From an optimization exercise on the open Yosys and OpenROAD flow, aimed at small area; shortcuts taken in it are not production practice.
RTL that was checked went through simulation tests only; none was proved equivalent to the original.
For run 1, only the layout was checked, not whether the RTL still works.
Power figures rest on the tool's default switching activity, not on a simulated workload.

## flow/design.v (module list and top-level ports; edited modules follow where they fit)
// module reset_synch: 21 lines
// module UART_tx: 68 lines
// module UART_rx: 78 lines
// module UART: 11 lines
// module UART_wrapper: 47 lines
// module cmd_proc: 111 lines
// module maze_solve: 80 lines
// module navigate: 110 lines
// module SPI_mnrch: 85 lines
// module inertial_integrator: 115 lines
// module inert_intf: 102 lines
// module A2D_intf: 50 lines
// module SPI_a2d: 85 lines
// module PWM8: 5 lines
// module sensor_intf: 252 lines
// module IR_math: 29 lines
// module P_term: 8 lines
// module I_term: 23 lines
// module Dterm: 23 lines
// module PID: 40 lines
// module DutyScaleROM: 77 lines
// module PWM12: 24 lines
// module MtrDrv: 35 lines
// module bmul_hi: 208 lines
// module piezo_drv: 158 lines
// module MazeRunner: 110 lines
module MazeRunner(
  input clk, RST_n,						 
  output INRT_SS_n,INRT_SCLK,INRT_MOSI,	 
  input INRT_MISO,						 
  input INRT_INT,						 
  output A2D_SS_n,A2D_SCLK,A2D_MOSI,	 
  input A2D_MISO,						 
  output lftPWM1,lftPWM2,				 
  output rghtPWM1,rghtPWM2,				 
  input RX,								 
  input hall_n,							 
  output TX,							 
  output piezo,piezo_n,					 
  output IR_lft_en,						 
  output IR_cntr_en,					 
  output IR_rght_en,					 
  output [7:0] LED
);
  // ...
==> flow/run.sh <==
#!/bin/bash
# synth_recipe.tcl (not shown) runs the flow's synth.tcl, then flattens the netlist and writes it again
# the make line also repeats each setting of config.mk as NAME=value (left out here)
make -C /OpenROAD-flow-scripts/flow DESIGN_CONFIG=/design/flow/config.mk WORK_HOME=/design/flow/orfs CLKGATE_MAP_FILE= SYNTH_SCRIPT=/design/flow/synth_recipe.tcl finish
==> flow/config.mk <==
export PLATFORM = sky130hd
export DESIGN_NAME = MazeRunner
export DESIGN_NICKNAME = MazeRunner
export VERILOG_FILES = /design/flow/design.v
export SDC_FILE = /design/flow/constraint.sdc
export NUM_CORES = 4
export LEC_CHECK = 0
export ABC_AREA = 1
export CAP_MARGIN = 20
export CORE_MARGIN = 2
export CORE_UTILIZATION = 40
export CTS_BUF_LIST = sky130_fd_sc_hd__clkbuf_2 sky130_fd_sc_hd__clkbuf_4
export SLEW_MARGIN = 20
==> flow/constraint.sdc <==
create_clock -name core_clock -period 20.0 [get_ports {clk}]
set_input_delay 4.0000 -clock core_clock [delete_from_list [all_inputs] [get_ports {clk}]]
set_output_delay 4.0000 -clock core_clock [all_outputs]
set_load 0.01 [all_outputs]
==> notes.md, run 1 <==
Post-Syn Instances 5603; multi-input logic portion of the cell area 51.3%; Nets 6227; run status finished clean; Tapcell Cnt 1488; DP Cell Count 6997; clk cell area share 4.86%; Data buffer area share 1.11%; Sum Neg Setup Slack 0 ns; Area Overhead vs Synth 9.29%; Pwr top registers; WHS Endpoint iCNTRL.pid_term_div8[4]; pin count of the biggest net entering global routing 136; Final Slew Violations 0; critical path fanouts, max 17; post-CTS setup buffer count 0; multi-input logic cell count 3823; top cells by area, synth dfrtp_1, ha_1, dfxtp_1; Seq area share 31.4%; post-synthesis simple-gate area fraction 16.4%; htree depth 4; via count 36200; CP endpoint kind register; final hold slack 0.303 ns; Mapped Area 44900 um2; Largest Register iNEMO.iINT.yi; biggest regs iNEMO.iINT.yi x25, iCHRG.duration_tmr x21, iNEMO.iINT.yo x17; most common cell after layout, fill and taps aside inv_1; vias in the first global route 36100; WL met3 4560 um; Clock Power 1.25 mW; final instance area 49100 um2; sequential fraction of the synthesis area 34.3%
==> module SPI_mnrch, before the edit <==
module SPI_mnrch(
  input clk, rst_n, wrt, MISO,
  input [15:0] wt_data,
  output logic done, SS_n, SCLK, MOSI,
  output [15:0] rd_data
);
logic init, set_done, ld_SCLK, MISO_smpl, done15, shft_imm, shft, smpl;
logic [15:0] shft_reg;
logic [4:0] SCLK_div;
logic [3:0] bit_cnt;
typedef enum reg [2:0] {IDLE, NOT_SHIFT, WORKHORSE, BACKPORCH} state_t;
state_t state, nxt_state;
assign MOSI = shft_reg[15];
assign SCLK = SCLK_div[4];
assign shft_imm = (SCLK_div == 5'b11111) ? 1'b1 : 1'b0;
assign smpl = (SCLK_div == 5'b01111) ? 1'b1 : 1'b0;
assign done15 = &bit_cnt;
assign rd_data = shft_reg;
always_ff @(posedge clk) begin
  if (ld_SCLK)
    SCLK_div <= 5'b10111;
  else
    SCLK_div <= SCLK_div + 1;
end
always_ff @(posedge clk) begin
  if (init)
    bit_cnt <= 4'h0;
  else if (shft)
    bit_cnt <= bit_cnt + 1;
end
always_ff @(posedge clk, negedge rst_n) begin
  if (!rst_n)
    state <= IDLE;
  else
    state <= nxt_state;
end
always_ff @(posedge clk) begin
  if (smpl)
    MISO_smpl <= MISO;
end
always_ff @(posedge clk) begin
  if (init)
    shft_reg <= wt_data;
  else if (shft)
    shft_reg <= {shft_reg[14:0], MISO_smpl};
end
always_ff @(posedge clk, negedge rst_n) begin
  if (!rst_n) begin
    done <= 0;
    SS_n <= 1;
  end else if (init) begin
    done <= 0;
    SS_n <= 0;
  end else if (set_done) begin
    done <= 1;
    SS_n <= 1;
  end
end
always_comb begin
  set_done = 0;
  init = 0;
  ld_SCLK = 0;
  shft = 0;
  nxt_state = state;
  case(state)
    NOT_SHIFT: if (shft_imm)
      nxt_state = WORKHORSE;
    WORKHORSE: if (done15)
      nxt_state = BACKPORCH;
      else if (shft_imm)
      shft = 1;
    BACKPORCH: if (shft_imm) begin
      shft = 1;
      ld_SCLK = 1;
      set_done = 1;
      nxt_state = IDLE;
    end
    default: if (wrt) begin
      init = 1;
      nxt_state = NOT_SHIFT;
      ld_SCLK = 1;
    end
  endcase
end
endmodule
==> module inertial_integrator, before the edit <==
module inertial_integrator(clk,rst_n,strt_cal,cal_done,vld,rdy,yaw_rt,
                           IR_Dtrm,heading,moving,en_fusion);
  parameter FAST_SIM = 1;		 
  input clk, rst_n;
  input strt_cal;						 
  input vld;							 
  input signed [15:0] yaw_rt;			 
  input [8:0] IR_Dtrm;					 
  input moving;							 
  input en_fusion;						 
  output logic cal_done;				 
  output reg rdy;
  output signed [11:0] heading;
  reg vld_ff1,vld_ff2;				 
  reg comp_d1, comp_d2;				 
  logic clr_integrator;
  logic clr_smpl_cntr;
  logic en_smpl_cntr;
  logic compensate_offset;
  typedef enum reg[1:0] {IDLE,CALIBRATING,RUNNING} state_t;
  state_t state,nstate;
  reg [24:0] yi;						 
  reg [16:0] yo;						 
  reg [3:0] smpl_cntr;					 
  wire enough_smpls;
  wire signed [18:0] yaw_fusion;
  wire signed [26:0] yaw_int;
  wire signed [18:0] yaw_off;
  wire signed [18:0] yaw_scaled;
  assign yaw_int = {yi, 2'b00};
  assign yaw_off = {yo, 2'b00};
  always_ff @(posedge clk, negedge rst_n)
    if (!rst_n)
	   state <= IDLE;
	 else
	   state <= nstate;
  always_comb begin
	 cal_done = 0;
	 clr_integrator = 0;
	 clr_smpl_cntr = 0;
	 en_smpl_cntr = 0;
	 compensate_offset = 0;
	 nstate = IDLE;
	 case (state)
	   IDLE : begin
		  if (strt_cal) begin
		    clr_integrator = 1;
			clr_smpl_cntr = 1;
		    nstate = CALIBRATING;
		  end else
		    nstate = IDLE;
		end
		CALIBRATING : begin
		  en_smpl_cntr = vld_ff1;
		  if (enough_smpls) begin
		    cal_done = 1;
			clr_integrator = 1;
			nstate = RUNNING;
		  end else
			nstate = CALIBRATING;
		end
		default : begin		 
		  compensate_offset = 1;
		  if (strt_cal) begin
			 clr_smpl_cntr = 1;
			 clr_integrator = 1;
			 nstate = CALIBRATING;
		  end else
		    nstate = RUNNING;
		end
	 endcase
  end
  always_ff @(posedge clk) begin
    comp_d1 <= compensate_offset;
    comp_d2 <= comp_d1;
  end
  assign yaw_scaled = (comp_d2) ? {yaw_rt,3'b000}-yaw_off : {{3{yaw_rt[15]}},yaw_rt};
  always @(posedge clk, negedge rst_n)
    if (!rst_n)
	  smpl_cntr <= 0;
	else if (clr_smpl_cntr)
	  smpl_cntr <= 0;
	else if (en_smpl_cntr)
	  smpl_cntr <= smpl_cntr + 1;
  assign enough_smpls = (smpl_cntr==4'h8) ? 1'b1 : 1'b0;
  always_ff @(posedge clk, negedge rst_n) begin
    if (!rst_n) begin
      vld_ff1 <= 1'b0;
      vld_ff2 <= 1'b0;
      rdy <= 1'b0;
	  end else begin
      vld_ff1 <= vld;
      vld_ff2 <= vld_ff1;
	    rdy <= vld_ff2;
	  end end
  assign yaw_fusion = (en_fusion) ? -{{3{IR_Dtrm[8]}},IR_Dtrm,7'h00} + {{7{IR_Dtrm[8]}},IR_Dtrm,3'h0} :
                                      19'h00000;
  wire [26:0] yaw_int_nxt = yaw_int + {{6{yaw_scaled[18]}},yaw_scaled,2'b00} +
	                          {{7{yaw_fusion[18]}},yaw_fusion,1'b0};
  always @(posedge clk, negedge rst_n)
    if (!rst_n) begin
	  yi <= 0;
	end else if (clr_integrator) begin
	  yi <= 0;
	end else if ((vld_ff2) && ((!compensate_offset) || (moving))) begin
	  yi <= yaw_int_nxt[26:2];
	end
  always @(posedge clk, negedge rst_n)
    if (!rst_n) begin
	  yo <= 17'h00000;
	end else if (cal_done) begin
	  yo <= yi[16:0];			 
	end
	assign heading = yaw_int[26:15];
endmodule
==> module inert_intf, before the edit <==
module inert_intf(clk,rst_n,strt_cal,cal_done,heading,rdy,IR_Dtrm,
                  SS_n,SCLK,MOSI,MISO,INT,moving,en_fusion,timer);
  parameter FAST_SIM = 1;	 
  input clk, rst_n;
  input MISO;							 
  input INT;							 
  input strt_cal;						 
  input moving;							 
  input en_fusion;						 
  input [8:0] IR_Dtrm;					 
  input [15:0] timer;					 
  output cal_done;				 
  output signed [11:0] heading;	 
  output rdy;					 
  output SS_n,SCLK,MOSI;		 
   logic int_ff1, int_ff2;
   logic [15:0] cmd;
  logic vld_pre, wrt, C_Y_L, C_Y_H, vld;
  wire done;
  wire [15:0] inert_data;		 
  wire signed [15:0] yaw_rt;
  logic [7:0] yaw_H, yaw_L;
  assign yaw_rt = {yaw_H, yaw_L};
  always_ff @(posedge clk, negedge rst_n) begin
    if (!rst_n) begin
      yaw_H <= '0;
      yaw_L <= '0;
    end else if (C_Y_H)
      yaw_H <= inert_data[7:0];
    else if (C_Y_L)
      yaw_L <= inert_data[7:0];
   end
  typedef enum reg [3:0] {INIT1, INIT2, INIT3, READING, YAWL, YAWH} state_t;
  state_t state, nxt_state;
  SPI_mnrch iSPI(.clk(clk),.rst_n(rst_n),.SS_n(SS_n),.SCLK(SCLK),
                 .MISO(MISO),.MOSI(MOSI),.wrt(wrt),.done(done),
				 .rd_data(inert_data),.wt_data(cmd));
  inertial_integrator #(FAST_SIM) iINT(.clk(clk), .rst_n(rst_n), .strt_cal(strt_cal),
                        .vld(vld),.rdy(rdy),.cal_done(cal_done), .yaw_rt(yaw_rt),.moving(moving),
						.en_fusion(en_fusion),.IR_Dtrm(IR_Dtrm),.heading(heading));
  always_ff @(posedge clk, negedge rst_n) begin
    if (!rst_n)
      state <= INIT1;
    else
      state <= nxt_state;
  end
  always_comb begin
    wrt = 0;
    C_Y_L = 0;
    C_Y_H = 0;
    vld_pre = 0;
    nxt_state = state;
    cmd = '0;
    case(state)
      default: if (&timer) begin
        wrt = 1;                       
        cmd = 16'h0D02;                
        nxt_state = INIT2;
      end
      INIT2: if (done) begin
        wrt = 1;                       
        cmd = 16'h1160;
        nxt_state = INIT3;
      end
      INIT3: if (done) begin
        wrt = 1;                       
        cmd = 16'h1440;
        nxt_state = READING;
      end
      READING: if (int_ff2) begin
        wrt = 1;                       
        cmd = 16'hA600;
        nxt_state = YAWL;
      end
      YAWL: if (done) begin
        wrt = 1;                       
        C_Y_L = 1;                     
        cmd = 16'hA700;
        nxt_state = YAWH;
      end
      YAWH: if (done) begin
        vld_pre = 1;                   
        C_Y_H = 1;                     
        nxt_state = READING;
      end
    endcase   
  end
  always_ff @(posedge clk) begin 
    if (!rst_n) begin
      int_ff1 <= 0;
      int_ff2 <= 0;
    end else
      int_ff1 <= INT;
      int_ff2 <= int_ff1;
  end
  always_ff @(posedge clk, negedge rst_n) begin
    if (!rst_n)
      vld <= '0;
    else
      vld <= vld_pre;
  end
endmodule
==> module sensor_intf, before the edit <==
module sensor_intf(clk,rst_n,IR_lft_en,IR_cntr_en,IR_rght_en,lft_IR,
                   rght_IR,IR_Dtrm,vbatt,lft_opn,rght_opn,strt_cal,
				   frwrd_opn,batt_low,A2D_SS_n,
				   A2D_SCLK,A2D_MOSI,A2D_MISO,tmr,cnt8);
  parameter FAST_SIM = 1'b1;		 
  parameter NOM_IR = 12'h900;		 
  input clk,rst_n;					 
  input A2D_MISO;
  input strt_cal;					 
  input [10:0] tmr;					 
  input [7:0] cnt8;					 
  output IR_lft_en;					 
  output IR_cntr_en;
  output IR_rght_en;
  output reg [11:0] lft_IR;				 
  output reg [11:0] rght_IR;			 
  output reg [8:0] IR_Dtrm;					 
  output [11:0] vbatt;					 
  output lft_opn,frwrd_opn,rght_opn;	 
  output batt_low;						 
  output A2D_SS_n;						 
  output A2D_MOSI, A2D_SCLK;			 
  typedef enum reg [2:0] {LFT_STTL,LFT_CPTR,CNTR_STTL,CNTR_CPTR,RGHT_STTL,
                          RGHT_CPTR,BATT_STTL,BATT_CPTR} state_t;
  typedef enum reg {IDLE,CAL} cal_state_t;
  state_t state,nxt_state;
  cal_state_t cal_state, nxt_cal_state;
  wire [11:0] res;
  wire cnv_cmplt;
  wire IR_duty;
  wire signed [9:0] IR_Dtrm_sum;
  wire sttl_ovr;
  wire [13:0] vbatt_accum;
  wire [11:0] IR_err;
  logic strt_cnv;
  logic capture_batt,capture_rght,capture_lft,capture_cntr;
  logic [2:0] chnnl;
  logic [1:0] IR_sel;
  logic clr_avg_accums;
  logic accum_lft,accum_rght;
  logic ld_offs;
  reg cntr_opn;
  reg [11:0] lft_IR_prev1,rght_IR_prev1;
  reg [11:0] lft_IR_prev2,rght_IR_prev2;
  reg [8:0] lft_D,rght_D;
  reg [11:0] vbatt1,vbatt2,vbatt3,vbatt4;
  reg [11:0] lft_off_reg,rght_off_reg;
  reg [14:0] lft_accum,rght_accum;
  reg [3:0] smpl_cnt;
  localparam OPEN_THRES = 12'hD30;
  localparam OPEN_THRES_FRNT = 12'hDC0;
  localparam HUG = 12'h0E0;
  assign sttl_ovr = &tmr[10:0];
  always_ff @(posedge clk, negedge rst_n)
    if (!rst_n) begin
      vbatt1 <= 12'hC00;
	  vbatt2 <= 12'hC00;
	  vbatt3 <= 12'hC00;
	  vbatt4 <= 12'hC00;
    end else if (capture_batt) begin
      vbatt1 <= res;
	  vbatt2 <= vbatt1;
	  vbatt3 <= vbatt2;
	  vbatt4 <= vbatt3;
	end
  assign vbatt_accum = vbatt1 + vbatt2 + vbatt3 + vbatt4;
  assign vbatt = vbatt_accum[13:2];
  assign batt_low = (vbatt[11:4]<8'hD9)? 1'b1 : 1'b0;
  always_ff @(posedge clk, negedge rst_n)
    if (!rst_n)
      cntr_opn <= 1'b0;
    else if (capture_cntr)
      cntr_opn <= (res>OPEN_THRES_FRNT);
  wire [11:0] off_sel = capture_lft ? lft_off_reg : rght_off_reg;
  wire [11:0] prev2_sel = capture_lft ? lft_IR_prev2 : rght_IR_prev2;
  wire [11:0] IR_new = res - off_sel;
  wire [12:0] IR_diff = {1'b0,IR_new} - {1'b0,prev2_sel};
  wire [8:0] D_new = (IR_diff[12] & ~&IR_diff[11:8]) ? 9'h100 :
                     (~IR_diff[12] & |IR_diff[11:8]) ? 9'h0FF :
					 IR_diff[8:0];
  always_ff @(posedge clk, negedge rst_n)
    if (!rst_n) begin
      rght_IR <= 12'h000;
	  rght_IR_prev1 <= 12'h000;
	  rght_IR_prev2 <= 12'h000;
	  rght_D <= 9'h000;
    end else if (capture_rght) begin
      rght_IR <= IR_new;
	  rght_IR_prev1 <= rght_IR;
	  rght_IR_prev2 <= rght_IR_prev1;
	  rght_D <= D_new;
    end
  always_ff @(posedge clk, negedge rst_n)
    if (!rst_n) begin
      lft_IR <= 12'h000;
	  lft_IR_prev1 <= 12'h000;
	  lft_IR_prev2 <= 12'h000;
	  lft_D <= 9'h000;
    end else if (capture_lft) begin
      lft_IR <= IR_new;
	  lft_IR_prev1 <= lft_IR;
	  lft_IR_prev2 <= lft_IR_prev1;
	  lft_D <= D_new;
	end
  assign IR_Dtrm_sum = {lft_D[8],lft_D} - {rght_D[8],rght_D};
  always_ff @(posedge clk)
    IR_Dtrm <= ((lft_opn) && (rght_opn)) ? 9'h000 :
              (lft_opn) ? ~{rght_D[8],rght_D[8:1]} :
	      (rght_opn) ? {lft_D[8],lft_D[8:1]} :
	      IR_Dtrm_sum[9:1];
  always_ff @(posedge clk, negedge rst_n)
    if (!rst_n)
      state <= LFT_STTL;
    else
      state <= nxt_state;
  always_comb begin
    strt_cnv = 0;
    capture_batt = 0;
    capture_rght = 0;
    capture_lft = 0;
    capture_cntr = 0;
    chnnl = 3'b000;
    IR_sel = 2'b00;
    nxt_state = state;
    case (state)
      LFT_STTL : begin
	    IR_sel = 2'b01;
	    if (sttl_ovr) begin
	      chnnl = 3'b101;
	      strt_cnv = 1;
	      nxt_state = LFT_CPTR;
		end
	  end
	  LFT_CPTR : begin
	    IR_sel = 2'b01;
		if (cnv_cmplt) begin
		  capture_lft = 1;
		  nxt_state = CNTR_STTL;
		end
	  end
      CNTR_STTL : begin
	    IR_sel = 2'b10;
	    if (sttl_ovr) begin
	      chnnl = 3'b111;
	      strt_cnv = 1;
	      nxt_state = CNTR_CPTR;
		end
	  end	    
	  CNTR_CPTR : begin
	    IR_sel = 2'b10;
		if (cnv_cmplt) begin
		  capture_cntr = 1;
		  nxt_state = RGHT_STTL;
		end
	  end
      RGHT_STTL : begin
	    IR_sel = 2'b11;
	    if (sttl_ovr) begin
	      chnnl = 3'b010;
	      strt_cnv = 1;
	      nxt_state = RGHT_CPTR;
		end
	  end
	  RGHT_CPTR : begin
	    IR_sel = 2'b11;
		if (cnv_cmplt) begin
		  capture_rght = 1;
		  nxt_state = BATT_STTL;
		end
	  end
	  BATT_STTL : begin
	    if (sttl_ovr) begin
	      chnnl = 3'b000;
	      strt_cnv = 1;
	      nxt_state = BATT_CPTR;
		end
	  end
	  BATT_CPTR : begin
	    if (cnv_cmplt) begin
	      capture_batt = 1;
		  nxt_state = LFT_STTL;
	    end
	  end
    endcase
  end
  assign IR_err = res - NOM_IR - HUG;
  wire [14:0] accum_sum = (accum_lft ? lft_accum : rght_accum) + {{3{IR_err[11]}},IR_err};
  always_ff @(posedge clk)
    if (clr_avg_accums)
	  lft_accum <= 15'h0000;
	else if (accum_lft)
	  lft_accum <= accum_sum;
  always_ff @(posedge clk)
    if (clr_avg_accums)
	  rght_accum <= 15'h0000;
	else if (accum_rght)
	  rght_accum <= accum_sum;
  always_ff @(posedge clk)
    if (clr_avg_accums)
	  smpl_cnt <= 4'h0;
	else if (accum_rght)
	  smpl_cnt <= smpl_cnt + 1;
  always_ff @(posedge clk, negedge rst_n)
    if (!rst_n) begin
	  lft_off_reg <= 12'h000;
	  rght_off_reg <= 12'h000;
	end else if (clr_avg_accums) begin
	  lft_off_reg <= 12'h000;
	  rght_off_reg <= 12'h000;
	end else if (ld_offs) begin
	  lft_off_reg <= lft_accum[14:3];
	  rght_off_reg <= rght_accum[14:3];
	end
  always_ff @(posedge clk, negedge rst_n)
    if (!rst_n)
      cal_state <= IDLE;
    else
      cal_state <= nxt_cal_state;
  always_comb begin
    clr_avg_accums = 0;
    accum_lft = 0;
	accum_rght = 0;
	ld_offs = 0;
    nxt_cal_state = cal_state;
	case (cal_state)
	  IDLE : begin
	    if (strt_cal) begin
		  clr_avg_accums = 1;
		  nxt_cal_state = CAL;
		end
	  end
	  CAL : begin
	    accum_lft = capture_lft;
		accum_rght = capture_rght;
		if (smpl_cnt == 4'h8) begin
		  ld_offs = 1;
		  nxt_cal_state = IDLE;
		end
	  end
	endcase
  end
  assign lft_opn = (lft_IR>OPEN_THRES) ? 1'b1 : 1'b0;
  assign frwrd_opn = cntr_opn;
  assign rght_opn = (rght_IR>OPEN_THRES) ? 1'b1 : 1'b0;
  A2D_intf iA2D(.clk(clk),.rst_n(rst_n),.strt_cnv(strt_cnv),.cnv_cmplt(cnv_cmplt),
                .chnnl(chnnl),.res(res),.SS_n(A2D_SS_n),.SCLK(A2D_SCLK),.MOSI(A2D_MOSI),
  			    .MISO(A2D_MISO));
  PWM8 iDRV(.cnt(cnt8),.PWM_sig(IR_duty));
  assign IR_lft_en = (IR_sel==2'b01) ? IR_duty : 1'b0;
  assign IR_cntr_en = (IR_sel==2'b10) ? IR_duty : 1'b0;
  assign IR_rght_en = (IR_sel==2'b11) ? IR_duty : 1'b0;
endmodule
==> module piezo_drv, before the edit <==
module piezo_drv (
	input clk,     
	input rst_n,   
	input batt_low, 
	input fanfare, 
	output logic piezo, 
	output logic piezo_n
);
	parameter FAST_SIM = 1;  
	localparam [2:0] F_0 = 3'd0, F_G6 = 3'd1, F_C7 = 3'd2, F_E7 = 3'd3, F_G7 = 3'd4;
	localparam [2:0] D_0 = 3'd0, D_THIRD = 3'd1, D_QUARTER = 3'd2, D_SIXTEENTH = 3'd3, D_HALF = 3'd4;
	typedef enum reg [3:0] {IDLE, FF_G6, FF_C7, FF_E7, FF_G7, FF_E7Q, FF_G7H, LOW_G6, LOW_C7, LOW_E7} state_t;
	state_t state, nstate;
	logic strt_frq, strt_dur;
	logic [2:0] SM_dur_code;
	logic [2:0] SM_frq_code;
	logic [20:0] duration_tmr;			 
	logic [13:0] frequency_tmr;
	logic [2:0] Check_dur_code, Check_frq_code;
	logic [20:0] Check_duration_tmr;
	logic [13:0] Check_frequency_tmr;
	logic frq_done, dur_done, dur_done_ff;
	always_ff @(posedge clk, negedge rst_n) begin : proc_frequency_tmr
		if (~rst_n) begin
			frequency_tmr <= 0;
		end
		else if(strt_frq || frq_done) begin
			frequency_tmr <= 0;
		end else begin
			frequency_tmr <= frequency_tmr + 1;
		end
	end
	always_ff @(posedge clk, negedge rst_n) begin : proc_duration_tmr
		if (~rst_n) begin
			duration_tmr <= 0;
		end
		else if(strt_dur || dur_done_ff) begin
			duration_tmr <= 0;
		end else begin
			duration_tmr <= duration_tmr + 1;
		end
	end
	always_ff @(posedge clk) begin : proc_check_frequency
		if (strt_frq || frq_done)
			Check_frq_code <= SM_frq_code;
	end
	always_ff @(posedge clk) begin : proc_check_duration
		if (strt_dur || dur_done_ff)
			Check_dur_code <= SM_dur_code;
	end
	always_comb
		case (Check_frq_code)
			F_G6: Check_frequency_tmr = 14'h3E48;
			F_C7: Check_frequency_tmr = 14'h2EA9;
			F_E7: Check_frequency_tmr = 14'h2508;
			F_G7: Check_frequency_tmr = 14'h1F24;
			default: Check_frequency_tmr = 14'h0000;
		endcase
	always_comb
		case (Check_dur_code)
			D_THIRD: Check_duration_tmr = 21'h080000;
			D_QUARTER: Check_duration_tmr = 21'h0C0000;
			D_SIXTEENTH: Check_duration_tmr = 21'h040000;
			D_HALF: Check_duration_tmr = 21'h100000;
			default: Check_duration_tmr = 21'h000000;
		endcase
	assign frq_done = (frequency_tmr == Check_frequency_tmr) ? 1'b1 : 1'b0;
	assign dur_done = (duration_tmr == Check_duration_tmr) ? 1'b1 : 1'b0;
	always_ff @(posedge clk, negedge rst_n) begin
		if (~rst_n)
			dur_done_ff <= 0;
		else
			dur_done_ff <= dur_done;
	end
	always_ff @(posedge clk or negedge rst_n) begin : proc_piezo
		if(~rst_n) begin
			piezo <= 0;
		end else if (frq_done) begin
			piezo <= ~piezo;
		end
	end
	assign piezo_n = ~piezo;
	always_ff @(posedge clk, negedge rst_n) begin : SM_flop
		if (!rst_n)
			state <= IDLE;
		else
			state <= nstate;
	end : SM_flop
  always_comb begin
		strt_dur = 0;
		strt_frq = 0;
		SM_dur_code = D_0;
		SM_frq_code = F_0;
		nstate = state;
		case (state)
			default : begin
				if(batt_low) begin
					nstate = LOW_G6;
					SM_frq_code = F_G6;
					SM_dur_code = D_THIRD;
					strt_dur = 1;
					strt_frq = 1;
				end else if (fanfare) begin
					nstate = FF_G6;
					SM_frq_code = F_G6;
					SM_dur_code = D_THIRD;
					strt_dur = 1;
					strt_frq = 1;
				end
			end
			FF_G6 : begin
				SM_frq_code = F_G6;
				SM_dur_code = D_THIRD;
				if(dur_done) nstate = FF_C7;
			end
			FF_C7 : begin
				SM_frq_code = F_C7;
				SM_dur_code = D_THIRD;
				if(dur_done) nstate = FF_E7;
			end
			FF_E7 : begin
				SM_frq_code = F_E7;
				SM_dur_code = D_THIRD;
				if(dur_done) nstate = FF_G7;
			end
			FF_G7 : begin
				SM_frq_code = F_G7;
				SM_dur_code = D_QUARTER;
				if(dur_done) nstate = FF_E7Q;
			end
			FF_E7Q : begin
				SM_frq_code = F_E7;
				SM_dur_code = D_SIXTEENTH;
				if(dur_done) nstate = FF_G7H;
			end
			FF_G7H : begin
				SM_frq_code = F_G7;
				SM_dur_code = D_HALF;
				if(dur_done) nstate = IDLE;
			end
			LOW_G6 : begin
				SM_frq_code = F_G6;
				SM_dur_code = D_THIRD;
				if(dur_done) nstate = LOW_C7;
			end
			LOW_C7 : begin
				SM_frq_code = F_C7;
				SM_dur_code = D_THIRD;
				if(dur_done) nstate = LOW_E7;
			end
			LOW_E7 : begin
				SM_frq_code = F_E7;
				SM_dur_code = D_THIRD;
				if(dur_done) nstate = IDLE;
			end
		endcase
	end
endmodule : piezo_drv
==> inputs of run 2 (changes only) <==
--- a/flow/design.v
+++ b/flow/design.v
@@ -529,13 +529,17 @@
   input [15:0] wt_data,
   output logic done, SS_n, SCLK, MOSI,
-  output [15:0] rd_data
+  output [7:0] rd_data
 );
 logic init, set_done, ld_SCLK, MISO_smpl, done15, shft_imm, shft, smpl;
-logic [15:0] shft_reg;
+logic [7:0] shft_reg;
+logic lb6, lb5, lb1;
 logic [4:0] SCLK_div;
 logic [3:0] bit_cnt;
 typedef enum reg [2:0] {IDLE, NOT_SHIFT, WORKHORSE, BACKPORCH} state_t;
 state_t state, nxt_state;
-assign MOSI = shft_reg[15];
+assign MOSI = ~bit_cnt[3] ? shft_reg[7] :
+              (bit_cnt == 4'd9) ? lb6 :
+              (bit_cnt == 4'd10) ? lb5 :
+              (bit_cnt == 4'd14) ? lb1 : 1'b0;
 assign SCLK = SCLK_div[4];
 assign shft_imm = (SCLK_div == 5'b11111) ? 1'b1 : 1'b0;
@@ -566,8 +570,15 @@
 end
 always_ff @(posedge clk) begin
+  if (init) begin
+    lb6 <= wt_data[6];
+    lb5 <= wt_data[5];
+    lb1 <= wt_data[1];
+  end
+end
+always_ff @(posedge clk) begin
   if (init)
-    shft_reg <= wt_data;
+    shft_reg <= wt_data[15:8];
   else if (shft)
-    shft_reg <= {shft_reg[14:0], MISO_smpl};
+    shft_reg <= {shft_reg[6:0], MISO_smpl};
 end
 always_ff @(posedge clk, negedge rst_n) begin
@@ -687,8 +698,6 @@
   end
   assign yaw_scaled = (comp_d2) ? {yaw_rt,3'b000}-yaw_off : {{3{yaw_rt[15]}},yaw_rt};
-  always @(posedge clk, negedge rst_n)
-    if (!rst_n)
-	  smpl_cntr <= 0;
-	else if (clr_smpl_cntr)
+  always @(posedge clk)
+    if (clr_smpl_cntr)
 	  smpl_cntr <= 0;
 	else if (en_smpl_cntr)
@@ -717,8 +726,6 @@
 	  yi <= yaw_int_nxt[26:2];
 	end
-  always @(posedge clk, negedge rst_n)
-    if (!rst_n) begin
-	  yo <= 17'h00000;
-	end else if (cal_done) begin
+  always @(posedge clk)
+    if (cal_done) begin
 	  yo <= yi[16:0];			 
 	end
@@ -744,13 +751,10 @@
   logic vld_pre, wrt, C_Y_L, C_Y_H, vld;
   wire done;
-  wire [15:0] inert_data;		 
+  wire [7:0] inert_data;		 
   wire signed [15:0] yaw_rt;
   logic [7:0] yaw_H, yaw_L;
   assign yaw_rt = {yaw_H, yaw_L};
-  always_ff @(posedge clk, negedge rst_n) begin
-    if (!rst_n) begin
-      yaw_H <= '0;
-      yaw_L <= '0;
-    end else if (C_Y_H)
+  always_ff @(posedge clk) begin
+    if (C_Y_H)
       yaw_H <= inert_data[7:0];
     else if (C_Y_L)
@@ -999,5 +1003,4 @@
   wire signed [9:0] IR_Dtrm_sum;
   wire sttl_ovr;
-  wire [13:0] vbatt_accum;
   wire [11:0] IR_err;
   logic strt_cnv;
@@ -1012,5 +1015,5 @@
   reg [11:0] lft_IR_prev2,rght_IR_prev2;
   reg [8:0] lft_D,rght_D;
-  reg [11:0] vbatt1,vbatt2,vbatt3,vbatt4;
+  reg [11:0] vbatt1,vbatt2,vbatt3;
   reg [11:0] lft_off_reg,rght_off_reg;
   reg [14:0] lft_accum,rght_accum;
@@ -1020,4 +1023,6 @@
   localparam HUG = 12'h0E0;
   assign sttl_ovr = &tmr[10:0];
+  wire [13:0] vbatt_nxt = res + vbatt1 + vbatt2 + vbatt3;
+  reg [7:0] vbatt_hi;
   always_ff @(posedge clk, negedge rst_n)
     if (!rst_n) begin
@@ -1025,13 +1030,12 @@
 	  vbatt2 <= 12'hC00;
 	  vbatt3 <= 12'hC00;
-	  vbatt4 <= 12'hC00;
+	  vbatt_hi <= 8'hC0;
     end else if (capture_batt) begin
       vbatt1 <= res;
 	  vbatt2 <= vbatt1;
 	  vbatt3 <= vbatt2;
-	  vbatt4 <= vbatt3;
+	  vbatt_hi <= vbatt_nxt[13:6];
 	end
-  assign vbatt_accum = vbatt1 + vbatt2 + vbatt3 + vbatt4;
-  assign vbatt = vbatt_accum[13:2];
+  assign vbatt = {vbatt_hi, 4'h0};		 
   assign batt_low = (vbatt[11:4]<8'hD9)? 1'b1 : 1'b0;
   always_ff @(posedge clk, negedge rst_n)
@@ -1708,9 +1712,6 @@
 	logic [13:0] Check_frequency_tmr;
 	logic frq_done, dur_done, dur_done_ff;
-	always_ff @(posedge clk, negedge rst_n) begin : proc_frequency_tmr
-		if (~rst_n) begin
-			frequency_tmr <= 0;
-		end
-		else if(strt_frq || frq_done) begin
+	always_ff @(posedge clk) begin : proc_frequency_tmr
+		if(strt_frq || frq_done) begin
 			frequency_tmr <= 0;
 		end else begin
@@ -1718,9 +1719,6 @@
 		end
 	end
-	always_ff @(posedge clk, negedge rst_n) begin : proc_duration_tmr
-		if (~rst_n) begin
-			duration_tmr <= 0;
-		end
-		else if(strt_dur || dur_done_ff) begin
+	always_ff @(posedge clk) begin : proc_duration_tmr
+		if(strt_dur || dur_done_ff) begin
 			duration_tmr <= 0;
 		end else begin
@@ -1754,9 +1752,6 @@
 	assign frq_done = (frequency_tmr == Check_frequency_tmr) ? 1'b1 : 1'b0;
 	assign dur_done = (duration_tmr == Check_duration_tmr) ? 1'b1 : 1'b0;
-	always_ff @(posedge clk, negedge rst_n) begin
-		if (~rst_n)
-			dur_done_ff <= 0;
-		else
-			dur_done_ff <= dur_done;
+	always_ff @(posedge clk) begin
+		dur_done_ff <= dur_done;
 	end
 	always_ff @(posedge clk or negedge rst_n) begin : proc_piezo
--- a/flow/config.mk
+++ b/flow/config.mk
@@ -10,4 +10,3 @@
 export CORE_MARGIN = 2
 export CORE_UTILIZATION = 40
-export CTS_BUF_LIST = sky130_fd_sc_hd__clkbuf_2 sky130_fd_sc_hd__clkbuf_4
 export SLEW_MARGIN = 20
==> notes.md, run 2 <==
delay-heaviest family, CP compound AO/OA/AOI/OAI gates (unchanged); Largest Register iNEMO.iINT.yi (unchanged); average cell area after synthesis 8.14 um2 (was 8.01 um2); Multi-input gate area 25000 um2 (was 25200 um2); layout cells sized above 1 5.49% (was 7.89%); residual DRC count 0 (unchanged); Worst path slowest cell clkdlybuf4s50_1 (unchanged); crit path launch type input port (unchanged); initial core utilization 40.4% (was 40.5%); Slew @ Worst Pin 1.02 ns (was 0.993 ns); CP most frequent cell nand2_1 (was a21oi_1); final hold viol count 0 (unchanged); GRT busiest layer met2 (unchanged); vias in the first global route 33900 (was 36100); final setup vio count 0 (unchanged); Core ar. 109000 um2 (was 111000 um2); post-DR wirelength/cell 14.7 um (was 14.3 um); Die H 336 um (was 339 um); ys async rst share 48.5% (was 59.8%); Lkg Pwr 23.9 nW (was 24.4 nW); TritonRoute pass-1 iters 6 (was 8); register area 15100 um2 (was 15400 um2); met2 global-route usage 30.2% (was 30.3%); fin crit period 12.11 ns (was 11.44 ns); Cell Pwr Density 57.9 nW/um2 (was 57.5 nW/um2); pin count of the biggest net entering global routing 132 (was 136); Non-Filler Instances 6945 (was 7330); Critical Path Max Stage Delay 0.60 ns (was 0.56 ns); critical path type in -> reg (unchanged); htree depth 3 (was 4); RSZ-0062 raised after global routing false (unchanged); Worst Skew 0.0281 ns (was 0.0951 ns); critical path fanouts, max 13 (was 17); worst skew pair latency 0.65 ns (was 1.08 ns); sequential fraction of the synthesis area 34.3% (about the same); DP Cell Count 6808 (was 6997); run status finished clean (unchanged); number of I/O port buffers 23 (unchanged); Post-DRT Antenna Nets 0 (unchanged); Sum Neg Setup Slack 0 ns (unchanged); Placed Instance Area 45900 um2 (was 46700 um2); CTS tree built (unchanged); post-DR vias/cell 4.96 (was 4.94); Die W 336 um (was 339 um); Area Overhead vs Synth 10.1% (was 9.29%); row count 121 (was 122); Nets 5945 (was 6227); CP arrival 12.63 ns (was 12.41 ns); Synth Flop Type dfrtp_1 (unchanged); max cap viols 0 (unchanged); Reg clk slew, reported paths 0.06 ns (was 0.07 ns); final hold slack 0.326 ns (was 0.303 ns); Final Slew Violations 0 (unchanged); count leader, synth nand2_1 (was inv_1); worst vdd ir 55.7 uV (was 44.1 uV); Yosys top cell by area dfrtp_1 (unchanged); Syn. warnings 22 (unchanged); biggest regs iNEMO.iINT.yi x25, iCHRG.duration_tmr x21, iNEMO.iINT.yo x17 (unchanged); Seq cells post-synth 635 (was 644); CP endpoint kind register (unchanged); CTS sink count 635 (was 644); Final Wtd Congestion 0.879 (was 0.887); # fillers 10700 (was 11200); GRT Total Usage 18.4% (was 18.5%); cts hold-fix bufs 0 (unchanged); via count 34500 (was 36200); first-pass GRT wire length 172000 um (was 178000 um); initial antenna violation count 1 (was 3); number of DRC markers in iteration 0 2256 (was 1915); Post-Syn Instances 5417 (was 5603); Post-synth EDFFs 85 (was 57); dpl hpwl 75600 um (was 77000 um); maximum buffer depth of the clock tree 3 (unchanged); Worst Hold Class reg -> reg (unchanged); diode count 0 (was 1); max reg flops 25 (unchanged); post-CTS setup buffer count 0 (unchanged); grt total ovfl 0 (unchanged); die area 113000 um2 (was 115000 um2); top post-synthesis cells by count nand2_1, inv_1, o21ai_0 (was inv_1, nand2_1, o21ai_0); most frequent cells in the layout nand2_1, inv_1, o21ai_0 (was inv_1, nand2_1, o21ai_0); top cells by area, synth dfrtp_1, dfxtp_1, ha_1 (was dfrtp_1, ha_1, dfxtp_1); met3 Use GR 2.13% (was 2.84%); final instance area 48600 um2 (was 49100 um2); Final Routed Wirelength 102000 um (was 105000 um); Unique masters post-synth 77 (was 75); top cell type's share of synthesized area 16.8% (was 20.8%); met1 GRT Util 25.9% (was 24.9%); CTS Buf Count 74 (was 180); Max Freq 82.5 MHz (was 87.4 MHz); Bufs and invs on worst path 6 (unchanged); Mapped Area 44100 um2 (was 44900 um2); fin crit share 60.6% (was 57.2%); WP data required 20.51 ns (was 20.97 ns); most common cell after layout, fill and taps aside nand2_1 (was inv_1); PostCTS Resize Cnt 0 (unchanged); Root Buffer clkbuf_16 (was clkbuf_4); io pins 31 (unchanged); Slew headroom 31.7% (was 33.8%)
## run 2: changes by cell type in the layout (fill, tap and decap cells not counted), sizes merged, moves of 13 or more
cell / before / now
xnor2: 59 / 46
edfxtp: 57 / 85
nor2: 406 / 356
dfrtp: 373 / 296
clkinv: 56 / 31
o21ai: 500 / 405
inv: 983 / 916
dfxtp: 202 / 242
a22oi: 2 / 30
clkbuf: 267 / 91
nand3: 173 / 157
xor2: 302 / 322
o22ai: 151 / 135
## run 2: per-layer routing
layer | wire length, um | vias to the layer above
met2 | 46700 | 500
li1 | - | 17700
met5 | 11 | -
met1 | 50300 | 16200
met3 | 3790 | 103
met4 | 1600 | 2
## run 2: metrics by stage
step	utilization (%)	setup slack, ns	total power [mW]
6_report	44.5	7.89	2.81
5_1_grt	44.5	6.88	2.92
4_1_cts	44.5	8.04	2.86
3_5_place_dp	42.1	7.37	1.39
3_3_place_gp	42.1	7.42	1.39
2_1_floorplan	-	8.94	1.38
## run 2: area by class of cell
cell class / count / share of cell area (%)
clock buffer: 91 / 4.14
timing repair buffer: 65 / 1.15
sequential: 635 / 31.1
tap: 1476 / 3.80
inverter: 915 / 7.07
clock inverter: 46 / 1.28
multi-input combinational: 3717 / 51.4
## run 2: cell families after synthesis
group                    synth area share (%)
AND/OR/NAND/NOR                          16.2
XOR/XNOR                                 7.34
buffers and inverters                    9.24
adder cells (fa/ha/maj)                  17.8
multiplexers                            0.780
other                                  0.0170
flip-flops                               34.3
AO/OA/AOI/OAI                            14.4
## run 2: worst reg2reg max path, delay by kind of cell, from the launching register on
family / cells / cell delay [ns]
XOR/XNOR: 2 / 0.44
flip-flops: 1 / 0.37
adder cells (fa/ha/maj): 7 / 2.59
buffers and inverters: 5 / 0.49
AO/OA/AOI/OAI: 22 / 4.55
AND/OR/NAND/NOR: 22 / 2.02
## run 2: final timing paths
kind / start / to / slack, ns / cells past startpoint
max: hall_n / iCNTRL.pid_sum_div8[11] / 7.89 / 48
min: iCNTRL.pid_sum_div8[6] / iCNTRL.pid_term_div8[6] / 0.33 / 0
max reg2reg: iIR.rght_IR[2] / iCNTRL.pid_sum_div8[11] / 9.46 / 58
min reg2reg: iCNTRL.pid_sum_div8[6] / iCNTRL.pid_term_div8[6] / 0.33 / 0
max in group asynchronous: RST_n / iRST.rst_n / 16.36 / 1
min in group asynchronous: iRST.rst_n / iIR.lft_IR_prev2[1] / 0.35 / 0
## run 2: power by group
group,internal (mW),switching (mW)
sequential,1.31,0.0118
clock,0.860,0.587
combinational,0.0123,0.0249
==> module navigate, before the edit <==
module navigate(clk,rst_n,strt_hdng,strt_mv,stp_lft,stp_rght,mv_cmplt,hdng_rdy,moving,
                en_fusion,at_hdng,lft_opn,rght_opn,frwrd_opn,frwrd_spd);
  parameter FAST_SIM = 1;		 
  input clk,rst_n;					 
  input strt_hdng;					 
  input strt_mv;					 
  input stp_lft;					 
  input stp_rght;					 
  input hdng_rdy;					 
  output logic mv_cmplt;			 
  output logic moving;				 
  output en_fusion;					 
  input at_hdng;					 
  input lft_opn,rght_opn,frwrd_opn;	 
  output [10:0] frwrd_spd;		 
  logic lft_opn_rise, lft_ff, rght_opn_rise, rght_ff;
  logic init_frwrd;
  logic inc_frwrd;
  logic dec_frwrd;
  logic dec_frwrd_fast;
  typedef enum reg [2:0] {IDLE, HEADING, MOVING, DECELERATE_NORM, DECELERATE_FAST} state_t;
  state_t state, nxt_state;
  logic [6:0] fs;
  always_ff @(posedge clk, negedge rst_n)
    if (!rst_n)
	  fs <= 7'h00;
	else if (init_frwrd)
	  fs <= 7'h1A;									 
	else if (hdng_rdy && inc_frwrd && (fs<7'h54))	 
	  fs <= fs + 7'h03;								 
	else if (hdng_rdy && (fs!=7'h00) && (dec_frwrd | dec_frwrd_fast))
	  fs <= ((dec_frwrd_fast) && (fs>7'h18)) ? fs - 7'h18 :	 
                    (dec_frwrd_fast) ? 7'h00 :
	                (fs>7'h06) ? fs - 7'h06 :			 
					7'h00;
  assign frwrd_spd = {1'b0, fs, 3'b000};
  assign en_fusion = (fs > 7'h2A) ? 1'b1 : 1'b0;	 
  assign lft_opn_rise = (lft_opn && !lft_ff) ? 1'b1 : 1'b0;
  assign rght_opn_rise = (rght_opn && !rght_ff) ? 1'b1 : 1'b0; 
  always_ff @(posedge clk, negedge rst_n) begin
    if (!rst_n)
      lft_ff <= 0;
    else
      lft_ff <= lft_opn;
  end
  always_ff @(posedge clk, negedge rst_n) begin
    if (!rst_n)
      rght_ff <= 0;
    else
      rght_ff <= rght_opn;
  end	
  always_ff @(posedge clk, negedge rst_n) begin
    if (!rst_n)
      state <= IDLE;
    else
      state <= nxt_state;
  end
  always_comb begin
    moving = 0;
    init_frwrd = 0;
    inc_frwrd = 0;
    dec_frwrd = 0;
    dec_frwrd_fast = 0;
    mv_cmplt = 0;
    nxt_state = state;
    case(state)
      MOVING: begin
        moving = 1;
        inc_frwrd = 1;
        if (!frwrd_opn)
          nxt_state = DECELERATE_FAST;         
        else if ((lft_opn_rise & stp_lft) ||   
                  (rght_opn_rise & stp_rght))  
          nxt_state = DECELERATE_NORM;
      end
      HEADING: begin
        moving = 1;              
        if (at_hdng) begin       
          mv_cmplt = 1;          
          nxt_state = IDLE;
        end 
      end
      DECELERATE_FAST: begin
        moving = 1;              
        dec_frwrd_fast = 1;      
        if (fs == 7'h00) begin    
          mv_cmplt = 1;
          nxt_state = IDLE;
        end
      end
      DECELERATE_NORM: begin
        moving = 1;              
        dec_frwrd = 1;
        if (fs == 7'h00) begin
          mv_cmplt = 1;
          nxt_state = IDLE;
        end
      end
      default: begin            
        if (strt_hdng) begin     
          moving = 1; 
          nxt_state = HEADING;
        end else if (strt_mv) begin
          init_frwrd = 1;
          nxt_state = MOVING;
        end 
      end
    endcase    
  end
endmodule
==> module IR_math, before the edit <==
module IR_math (clk, rst_n, lft_opn, rght_opn, lft_IR, rght_IR, IR_Dtrm, en_fusion, dsrd_hdng, dsrd_hdng_adj);
parameter NOM_IR = 12'h900;
input lft_opn, rght_opn, clk, rst_n;
input [11:0] lft_IR, rght_IR;
input signed [8:0] IR_Dtrm;
input en_fusion;
input signed [11:0] dsrd_hdng;
output signed [11:0] dsrd_hdng_adj;
logic signed [12:0] IR_diff;
logic signed [11:0] IR_diff_adj;
logic signed [11:0] IR_adj;
logic signed [11:0] lft_IR_only;
logic signed [11:0] rght_IR_only;
logic signed [12:0] calculated_heading;
assign IR_diff = {1'b0, lft_IR} - {1'b0, rght_IR};
assign IR_diff_adj = IR_diff[12:1];
always_ff @(posedge clk) begin : proc_lft_IR_only
	lft_IR_only <= lft_IR - NOM_IR;
end
always_ff @(posedge clk) begin : proc_rght_IR_only
	rght_IR_only <= NOM_IR - rght_IR;
end
assign IR_adj = (lft_opn && rght_opn) ? 12'h000 :
				(lft_opn) ? rght_IR_only :
				(rght_opn) ? lft_IR_only :
				IR_diff_adj;
assign calculated_heading = { {2{IR_Dtrm[8]}}, IR_Dtrm[8:0], 2'b00 } + { {8{IR_adj[11]}}, IR_adj[10:5] };
assign dsrd_hdng_adj = (en_fusion) ? (calculated_heading[12:1] + dsrd_hdng) : dsrd_hdng;
endmodule
==> module I_term, before the edit <==
module I_term (
input clk,
input rst_n,
input hdng_vld, 
input moving,
input [9:0] err_sat,
output [11:0] I_term
);
logic [15:0] sign_extended_err, sum, nxt_integrator, integrator, hdng_vld_value;
logic ov;
assign sign_extended_err = { {6{err_sat[9]}}, err_sat[9:0] };  
assign sum = sign_extended_err + integrator; 
assign ov = ((sign_extended_err[15] == integrator[15]) && (sum[15] != integrator[15])) ? 1 : 0; 
assign I_term = integrator[15:4];
assign nxt_integrator = (!moving) ? 16'h0000 :
						(hdng_vld & (!ov)) ? sum :
						integrator;
always_ff @(posedge clk, negedge rst_n)
	if(!rst_n)
		integrator <= 16'h0000;
	else
		integrator <= nxt_integrator;
endmodule
==> module MazeRunner, before the edit <==
module MazeRunner(
  input clk, RST_n,						 
  output INRT_SS_n,INRT_SCLK,INRT_MOSI,	 
  input INRT_MISO,						 
  input INRT_INT,						 
  output A2D_SS_n,A2D_SCLK,A2D_MOSI,	 
  input A2D_MISO,						 
  output lftPWM1,lftPWM2,				 
  output rghtPWM1,rghtPWM2,				 
  input RX,								 
  input hall_n,							 
  output TX,							 
  output piezo,piezo_n,					 
  output IR_lft_en,						 
  output IR_cntr_en,					 
  output IR_rght_en,					 
  output [7:0] LED
);
  localparam FAST_SIM = 1;
  localparam NOM_IR = 12'h900;			 
  wire rst_n;							 
  wire strt_cal;						 
  wire cal_done;						 
  wire signed [11:0] lft_spd, rght_spd;	 
  wire signed [11:0] actl_hdng;			 
  wire signed [11:0] dsrd_hdng_cmd;		 
  wire signed [11:0] dsrd_hdng_slv;		 
  wire signed [11:0] dsrd_hdng;			 
  wire signed [11:0] dsrd_hdng_adj;		 
  wire strt_hdng_cmd,strt_hdng_slv;		 
  wire strt_mv_cmd,strt_mv_slv;			 
  wire strt_mv,strt_hdng;				 
  wire stp_lft_cmd,stp_rght_cmd;		 
  wire stp_lft_slv,stp_rght_slv;		 
  wire stp_lft,stp_rght;				 
  wire [11:0] lft_IR,rght_IR;			 
  wire [8:0] IR_Dtrm; 					 
  wire [11:0] vbatt;					 
  wire lft_opn,rght_opn,frwrd_opn;		 
  wire hdng_rdy;						 
  wire moving;							 
  wire en_fusion;						 
  wire at_hdng;							 
  wire send_resp;						 
  wire mv_cmplt;						 
  wire sol_cmplt;						 
  wire [10:0] frwrd_spd;				 
  wire [15:0] cmd;						 
  wire cmd_rdy;							 
  wire clr_cmd_rdy;						 
  wire batt_low;
  wire cmd_md;							 
  wire [15:0] tmr;						 
  assign sol_cmplt = ~hall_n;			 
  reset_synch iRST(.*);
  logic [15:0] tmr_q;
  always_ff @(posedge clk, negedge rst_n)
    if (!rst_n)
      tmr_q <= 16'h0000;
    else
      tmr_q <= tmr_q + 1'b1;
  assign tmr = tmr_q;
  UART_wrapper iWRAP(.clk(clk), .rst_n(rst_n), .RX(RX), .TX(TX),
               .trmt(send_resp),
			   .cmd_rdy(cmd_rdy), .cmd(cmd), .clr_cmd_rdy(clr_cmd_rdy));
  cmd_proc iCMD(.clk(clk),.rst_n(rst_n),.cmd(cmd),.cmd_rdy(cmd_rdy),
           .clr_cmd_rdy(clr_cmd_rdy),.send_resp(send_resp),.strt_cal(strt_cal),
		   .cal_done(cal_done),.cmd_md(cmd_md),.dsrd_hdng(dsrd_hdng_cmd),
		   .strt_hdng(strt_hdng_cmd),.strt_mv(strt_mv_cmd),.stp_lft(stp_lft_cmd),
		   .stp_rght(stp_rght_cmd),.mv_cmplt(mv_cmplt),.sol_cmplt(sol_cmplt),
		   .in_cal(LED[0]));
  maze_solve iSLV(.clk(clk),.rst_n(rst_n),.cmd0(cmd[0]),.cmd_md(cmd_md),
             .lft_opn(lft_opn),.rght_opn(rght_opn),.dsrd_hdng(dsrd_hdng_slv),
			 .strt_hdng(strt_hdng_slv),.strt_mv(strt_mv_slv),
			 .stp_lft(stp_lft_slv),.stp_rght(stp_rght_slv),.mv_cmplt(mv_cmplt)
			 ,.sol_cmplt(sol_cmplt));
  assign dsrd_hdng = (cmd_md) ? dsrd_hdng_cmd : dsrd_hdng_slv;
  assign strt_hdng = (cmd_md) ? strt_hdng_cmd : strt_hdng_slv;
  assign strt_mv = (cmd_md) ? strt_mv_cmd : strt_mv_slv;
  assign stp_lft = (cmd_md) ? stp_lft_cmd : stp_lft_slv;
  assign stp_rght = (cmd_md) ? stp_rght_cmd : stp_rght_slv;
  navigate #(FAST_SIM) iNAV(.clk(clk),.rst_n(rst_n),.strt_hdng(strt_hdng),.strt_mv(strt_mv),
                .stp_lft(stp_lft),.stp_rght(stp_rght),.mv_cmplt(mv_cmplt),.hdng_rdy(hdng_rdy),
				.moving(moving),.en_fusion(en_fusion),.at_hdng(at_hdng),.lft_opn(lft_opn),
				.rght_opn(rght_opn),.frwrd_opn(frwrd_opn),.frwrd_spd(frwrd_spd));
  assign LED[7:1] = 7'h00;	 
  inert_intf #(FAST_SIM) iNEMO(.clk(clk),.rst_n(rst_n),.strt_cal(strt_cal),
             .cal_done(cal_done),.heading(actl_hdng),.rdy(hdng_rdy),.IR_Dtrm(IR_Dtrm),   
			 .SS_n(INRT_SS_n),.SCLK(INRT_SCLK),.MOSI(INRT_MOSI),.MISO(INRT_MISO),
			 .INT(INRT_INT),.moving(moving),.en_fusion(en_fusion),.timer(tmr));
  IR_math #(NOM_IR) iIR_adj(.clk(clk), .rst_n(rst_n), .lft_opn(lft_opn),.rght_opn(rght_opn),.lft_IR(lft_IR),.rght_IR(rght_IR),
                            .IR_Dtrm(IR_Dtrm),.en_fusion(en_fusion),.dsrd_hdng(dsrd_hdng),
				            .dsrd_hdng_adj(dsrd_hdng_adj));
  PID iCNTRL(.clk(clk),.rst_n(rst_n),.moving(moving),.dsrd_hdng(dsrd_hdng_adj),.actl_hdng(actl_hdng),
             .hdng_vld(hdng_rdy),.at_hdng(at_hdng),.frwrd_spd(frwrd_spd),.lft_spd(lft_spd),
			 .rght_spd(rght_spd));
  MtrDrv iMTR(.clk(clk),.rst_n(rst_n),.cnt(tmr[11:0]),.lft_spd(lft_spd),.rght_spd(rght_spd),
              .vbatt(vbatt),.lftPWM1(lftPWM1),.lftPWM2(lftPWM2),
				  .rghtPWM1(rghtPWM1),.rghtPWM2(rghtPWM2));
  sensor_intf #(FAST_SIM,NOM_IR) iIR(.clk(clk),.rst_n(rst_n),
                          .IR_lft_en(IR_lft_en),.strt_cal(strt_cal),
                          .IR_cntr_en(IR_cntr_en),.IR_rght_en(IR_rght_en),
						  .lft_IR(lft_IR),.rght_IR(rght_IR),.IR_Dtrm(IR_Dtrm),
						  .vbatt(vbatt),.lft_opn(lft_opn),.rght_opn(rght_opn),
						  .frwrd_opn(frwrd_opn),.batt_low(batt_low),
						  .A2D_SS_n(A2D_SS_n),.A2D_SCLK(A2D_SCLK),
						  .A2D_MOSI(A2D_MOSI),.A2D_MISO(A2D_MISO),.tmr(tmr[10:0]),.cnt8(tmr[7:0]));
  piezo_drv #(FAST_SIM) iCHRG(.clk(clk),.rst_n(rst_n),.batt_low(batt_low),.fanfare(sol_cmplt),
                           .piezo(piezo),.piezo_n(piezo_n));
endmodule
==> inputs of run 3 (changes only) <==
--- a/flow/design.v
+++ b/flow/design.v
@@ -454,15 +454,9 @@
   assign lft_opn_rise = (lft_opn && !lft_ff) ? 1'b1 : 1'b0;
   assign rght_opn_rise = (rght_opn && !rght_ff) ? 1'b1 : 1'b0; 
-  always_ff @(posedge clk, negedge rst_n) begin
-    if (!rst_n)
-      lft_ff <= 0;
-    else
-      lft_ff <= lft_opn;
+  always_ff @(posedge clk) begin
+    lft_ff <= lft_opn;
   end
-  always_ff @(posedge clk, negedge rst_n) begin
-    if (!rst_n)
-      rght_ff <= 0;
-    else
-      rght_ff <= rght_opn;
+  always_ff @(posedge clk) begin
+    rght_ff <= rght_opn;
   end	
   always_ff @(posedge clk, negedge rst_n) begin
@@ -974,5 +968,6 @@
                    rght_IR,IR_Dtrm,vbatt,lft_opn,rght_opn,strt_cal,
 				   frwrd_opn,batt_low,A2D_SS_n,
-				   A2D_SCLK,A2D_MOSI,A2D_MISO,tmr,cnt8);
+				   A2D_SCLK,A2D_MOSI,A2D_MISO,tmr,cnt8,
+                   lft_IR_prev1,rght_IR_prev1,capture_lft,capture_rght);
   parameter FAST_SIM = 1'b1;		 
   parameter NOM_IR = 12'h900;		 
@@ -1005,5 +1000,6 @@
   wire [11:0] IR_err;
   logic strt_cnv;
-  logic capture_batt,capture_rght,capture_lft,capture_cntr;
+  output logic capture_rght,capture_lft;			 
+  logic capture_batt,capture_cntr;
   logic [2:0] chnnl;
   logic [1:0] IR_sel;
@@ -1012,5 +1008,5 @@
   logic ld_offs;
   reg cntr_opn;
-  reg [11:0] lft_IR_prev1,rght_IR_prev1;
+  output reg [11:0] lft_IR_prev1,rght_IR_prev1;	 
   reg [11:0] lft_IR_prev2,rght_IR_prev2;
   reg [8:0] lft_D,rght_D;
@@ -1039,8 +1035,6 @@
   assign vbatt = {vbatt_hi, 4'h0};		 
   assign batt_low = (vbatt[11:4]<8'hD9)? 1'b1 : 1'b0;
-  always_ff @(posedge clk, negedge rst_n)
-    if (!rst_n)
-      cntr_opn <= 1'b0;
-    else if (capture_cntr)
+  always_ff @(posedge clk)
+    if (capture_cntr)
       cntr_opn <= (res>OPEN_THRES_FRNT);
   wire [11:0] off_sel = capture_lft ? lft_off_reg : rght_off_reg;
@@ -1051,11 +1045,6 @@
                      (~IR_diff[12] & |IR_diff[11:8]) ? 9'h0FF :
 					 IR_diff[8:0];
-  always_ff @(posedge clk, negedge rst_n)
-    if (!rst_n) begin
-      rght_IR <= 12'h000;
-	  rght_IR_prev1 <= 12'h000;
-	  rght_IR_prev2 <= 12'h000;
-	  rght_D <= 9'h000;
-    end else if (capture_rght) begin
+  always_ff @(posedge clk)
+    if (capture_rght) begin
       rght_IR <= IR_new;
 	  rght_IR_prev1 <= rght_IR;
@@ -1063,11 +1052,6 @@
 	  rght_D <= D_new;
     end
-  always_ff @(posedge clk, negedge rst_n)
-    if (!rst_n) begin
-      lft_IR <= 12'h000;
-	  lft_IR_prev1 <= 12'h000;
-	  lft_IR_prev2 <= 12'h000;
-	  lft_D <= 9'h000;
-    end else if (capture_lft) begin
+  always_ff @(posedge clk)
+    if (capture_lft) begin
       lft_IR <= IR_new;
 	  lft_IR_prev1 <= lft_IR;
@@ -1223,8 +1207,11 @@
   assign IR_rght_en = (IR_sel==2'b11) ? IR_duty : 1'b0;
 endmodule
-module IR_math (clk, rst_n, lft_opn, rght_opn, lft_IR, rght_IR, IR_Dtrm, en_fusion, dsrd_hdng, dsrd_hdng_adj);
+module IR_math (clk, rst_n, lft_opn, rght_opn, lft_IR, rght_IR, IR_Dtrm, en_fusion, dsrd_hdng, dsrd_hdng_adj,
+               lft_IR_prev1, rght_IR_prev1, capture_lft, capture_rght);
 parameter NOM_IR = 12'h900;
 input lft_opn, rght_opn, clk, rst_n;
 input [11:0] lft_IR, rght_IR;
+input [11:0] lft_IR_prev1, rght_IR_prev1;	 
+input capture_lft, capture_rght;			 
 input signed [8:0] IR_Dtrm;
 input en_fusion;
@@ -1239,10 +1226,11 @@
 assign IR_diff = {1'b0, lft_IR} - {1'b0, rght_IR};
 assign IR_diff_adj = IR_diff[12:1];
-always_ff @(posedge clk) begin : proc_lft_IR_only
-	lft_IR_only <= lft_IR - NOM_IR;
-end
-always_ff @(posedge clk) begin : proc_rght_IR_only
-	rght_IR_only <= NOM_IR - rght_IR;
+logic cap_lft_d, cap_rght_d;
+always_ff @(posedge clk) begin
+	cap_lft_d <= capture_lft;
+	cap_rght_d <= capture_rght;
 end
+assign lft_IR_only = (cap_lft_d ? lft_IR_prev1 : lft_IR) - NOM_IR;
+assign rght_IR_only = NOM_IR - (cap_rght_d ? rght_IR_prev1 : rght_IR);
 assign IR_adj = (lft_opn && rght_opn) ? 12'h000 :
 				(lft_opn) ? rght_IR_only :
@@ -1277,9 +1265,6 @@
 						(hdng_vld & (!ov)) ? sum :
 						integrator;
-always_ff @(posedge clk, negedge rst_n)
-	if(!rst_n)
-		integrator <= 16'h0000;
-	else
-		integrator <= nxt_integrator;
+always_ff @(posedge clk)
+	integrator <= nxt_integrator;
 endmodule
 module Dterm(clk, rst_n, hdng_vld, err_sat, D_sat);
@@ -1874,5 +1859,7 @@
   wire stp_lft_slv,stp_rght_slv;		 
   wire stp_lft,stp_rght;				 
-  wire [11:0] lft_IR,rght_IR;			 
+  wire [11:0] lft_IR,rght_IR;
+  wire [11:0] lft_IR_prev1,rght_IR_prev1;	 
+  wire capture_lft,capture_rght;			 
   wire [8:0] IR_Dtrm; 					 
   wire [11:0] vbatt;					 
@@ -1931,4 +1918,5 @@
   IR_math #(NOM_IR) iIR_adj(.clk(clk), .rst_n(rst_n), .lft_opn(lft_opn),.rght_opn(rght_opn),.lft_IR(lft_IR),.rght_IR(rght_IR),
                             .IR_Dtrm(IR_Dtrm),.en_fusion(en_fusion),.dsrd_hdng(dsrd_hdng),
+                            .lft_IR_prev1(lft_IR_prev1),.rght_IR_prev1(rght_IR_prev1),.capture_lft(capture_lft),.capture_rght(capture_rght),
 				            .dsrd_hdng_adj(dsrd_hdng_adj));
   PID iCNTRL(.clk(clk),.rst_n(rst_n),.moving(moving),.dsrd_hdng(dsrd_hdng_adj),.actl_hdng(actl_hdng),
@@ -1945,5 +1933,6 @@
 						  .frwrd_opn(frwrd_opn),.batt_low(batt_low),
 						  .A2D_SS_n(A2D_SS_n),.A2D_SCLK(A2D_SCLK),
-						  .A2D_MOSI(A2D_MOSI),.A2D_MISO(A2D_MISO),.tmr(tmr[10:0]),.cnt8(tmr[7:0]));
+						  .A2D_MOSI(A2D_MOSI),.A2D_MISO(A2D_MISO),.tmr(tmr[10:0]),.cnt8(tmr[7:0]),
+                          .lft_IR_prev1(lft_IR_prev1),.rght_IR_prev1(rght_IR_prev1),.capture_lft(capture_lft),.capture_rght(capture_rght));
   piezo_drv #(FAST_SIM) iCHRG(.clk(clk),.rst_n(rst_n),.batt_low(batt_low),.fanfare(sol_cmplt),
                            .piezo(piezo),.piezo_n(piezo_n));
--- a/flow/config.mk
+++ b/flow/config.mk
@@ -9,4 +9,7 @@
 export CAP_MARGIN = 20
 export CORE_MARGIN = 2
-export CORE_UTILIZATION = 40
+export CORE_UTILIZATION = 60
+export CTS_BUF_LIST = sky130_fd_sc_hd__clkbuf_16
+export CTS_CLUSTER_DIAMETER = 100
+export CTS_CLUSTER_SIZE = 24
 export SLEW_MARGIN = 20
==> notes.md, run 3 <==
multiplexer share of the synthesized area 0.846% (was 0.780%); top post-synthesis cells by count inv_1, nand2_1, nor2_1 (was nand2_1, inv_1, o21ai_0); io pins 31 (unchanged); residual DRC count 0 (unchanged); Post-synth EDFFs 176 (was 85); Syn. warnings 22 (unchanged); largest family of logic cells by synthesized area adder cells (unchanged); CP most frequent cell nand2_1 (unchanged); Post-Synth Adder-Cell Area 18.1% (was 17.8%); fin crit share 60.5% (was 60.6%); Unique masters post-synth 75 (was 77); Mapped Area 43300 um2 (was 44100 um2); layout cells sized above 1 3.76% (was 5.49%); Final Slew Violations 0 (unchanged); Worst Skew 0.0550 ns (was 0.0281 ns); WP data required 20.46 ns (was 20.51 ns); htree depth 2 (was 3); row count 98 (was 121); final instance area 45600 um2 (was 48600 um2); cts hold-fix bufs 0 (unchanged); GRT Total Usage 25.7% (was 18.4%); diode count 0 (unchanged); Cell Pwr Density 48.5 nW/um2 (was 57.9 nW/um2); via count 33200 (was 34500); post-CTS setup buffer count 0 (unchanged); initial core utilization 60.6% (was 40.4%); CTS tree built (unchanged); Largest Register iNEMO.iINT.yi (unchanged); initial antenna violation count 0 (was 1); first-pass GRT wire length 158000 um (was 172000 um); Final Routed Wirelength 95100 um (was 102000 um); number of I/O port buffers 23 (unchanged); die area 74400 um2 (was 113000 um2); critical path fanouts, max 17 (was 13); Reg clk slew, reported paths 0.09 ns (was 0.06 ns); Post-DRT Antenna Nets 0 (unchanged); grt total ovfl 0 (unchanged); Slew headroom 21.5% (was 31.7%); post-synthesis simple-gate area fraction 14.9% (was 16.2%); count leader, synth inv_1 (was nand2_1); top cell type's share of synthesized area 12.2% (was 16.8%); number of DRC markers in iteration 0 2308 (was 2256); Synth Area in Compound Gates 13.9% (was 14.4%); max reg flops 25 (unchanged); PostCTS Resize Cnt 0 (unchanged); Lkg Pwr 22.1 nW (was 23.9 nW); Sum Neg Setup Slack 0 ns (unchanged); xor and xnor fraction of the mapped netlist area 7.50% (was 7.34%); Final Wtd Congestion 0.924 (was 0.879); Synth Flop Type dfxtp_1 (was dfrtp_1); Die H 273 um (was 336 um); crit path launch type input port (unchanged); RSZ-0062 raised after global routing false (unchanged); Post-Syn Instances 5207 (was 5417); Seq cells post-synth 625 (was 635); Placed Instance Area 44500 um2 (was 45900 um2); Worst Hold Class reg -> reg (unchanged); most common cell after layout, fill and taps aside inv_1 (was nand2_1); final hold viol count 0 (unchanged); dpl hpwl 72200 um (was 75600 um); vias in the first global route 32000 (was 33900); critical path type in -> reg (unchanged); Die W 273 um (was 336 um); Slew @ Worst Pin 1.17 ns (was 1.02 ns); Max Freq 82.6 MHz (was 82.5 MHz); CTS sink count 625 (was 635); TritonRoute pass-1 iters 6 (unchanged); top cells by area, synth edfxtp_1, dfxtp_1, dfrtp_1 (was dfrtp_1, dfxtp_1, ha_1); post-DR wirelength/cell 15.5 um (was 14.7 um); Area Overhead vs Synth 5.21% (was 10.1%); max cap viols 0 (unchanged); average cell area after synthesis 8.32 um2 (was 8.14 um2); Core ar. 71500 um2 (was 109000 um2); Yosys top cell by area edfxtp_1 (was dfrtp_1); worst skew pair latency 0.62 ns (was 0.65 ns); maximum buffer depth of the clock tree 3 (unchanged); pin count of the biggest net entering global routing 86 (was 132); CTS Buf Count 35 (was 74); run status finished clean (unchanged); worst vdd ir 79.0 uV (was 55.7 uV); biggest regs iNEMO.iINT.yi x25, iCHRG.duration_tmr x21, iNEMO.iINT.yo x17 (unchanged); post-DR vias/cell 5.40 (was 4.96); Worst path slowest cell clkdlybuf4s50_1 (unchanged); ys async rst share 31.8% (was 48.5%); Nets 5701 (was 5945); most frequent cells in the layout inv_1, nand2_1, nor2_1 (was nand2_1, inv_1, o21ai_0); fin crit period 12.10 ns (was 12.11 ns); Root Buffer clkbuf_16 (unchanged); CP endpoint kind register (unchanged); sequential fraction of the synthesis area 35.3% (was 34.3%); final setup vio count 0 (unchanged); Critical Path Max Stage Delay 0.60 ns (about the same); CP arrival 12.56 ns (was 12.63 ns)
run 3: worst max-delay path, delay by kind of cell:
family	cells	cell delay [ns]
compound gates	15	2.52
xor+xnor	3	0.53
fa+ha+maj	7	2.56
buf+inv	5	1.04
simple gates	15	1.87
run 3: where the power goes:
group / internal [mW] / switching (mW)
logic: 0.0272 / 0.0402
registers: 1.32 / 0.0193
clock network: 0.346 / 0.456
total: 1.70 / 0.515
run 3: final timing paths:
path                                          endpoint          startpoint  slack, ns  cells past startpoint
worst max-delay path            iCNTRL.pid_sum_div8[7]              hall_n       7.90                     45
worst min-delay path                iNEMO.iINT.comp_d2  iNEMO.iINT.comp_d1       0.33                      0
worst max register to register  iCNTRL.pid_sum_div8[7]      iIR.rght_IR[6]       9.44                     50
worst min register to register      iNEMO.iINT.comp_d2  iNEMO.iINT.comp_d1       0.33                      0
max in group asynchronous                   iRST.rst_n               RST_n      16.31                      1
min in group asynchronous                iIR.vbatt2[2]          iRST.rst_n       0.41                      0
run 3: area by class of cell:
class	count	area [um2]
clock buffer	36	901
multi-input combinational	3518	24000
sequential	625	15300
inverter	926	3480
timing repair buffer	58	493
clock inverter	28	230
tap	950	1190
fill	6316	25900
run 3: per-stage QoR:
stage	setup slack (ns)	utilization, %	hold slack (ns)	power [mW]	cells
final	7.90	63.8	0.335	2.21	6141
after global routing	6.94	63.8	0.340	2.29	6141
after CTS	8.04	63.8	0.333	2.24	6141
after detailed placement	7.46	62.2	0.313	1.44	6077
after global placement	7.64	62.2	0.312	1.44	6077
after floorplan	9.17	-	0.310	1.42	5213
run 3: cells by family (layout without fill, tap and decap cells):
group | after synthesis | after routing
AOI/OAI and AO/OA | 1051 | 1051
xor gates and xnor gates | 371 | 371
adders and majority gates | 530 | 530
buffers and inverters | 1070 | 1048
DFF | 625 | 625
muxes | 36 | 36
other | 2 | 8
and+or+nand+nor | 1522 | 1522
run 3: routing by layer:
metal	GRT usage [%]	part of all wire (%)
met5	0	0
met4	4.79	1.5
met3	2.06	3.6
met2	43.1	47
met1	36.8	48
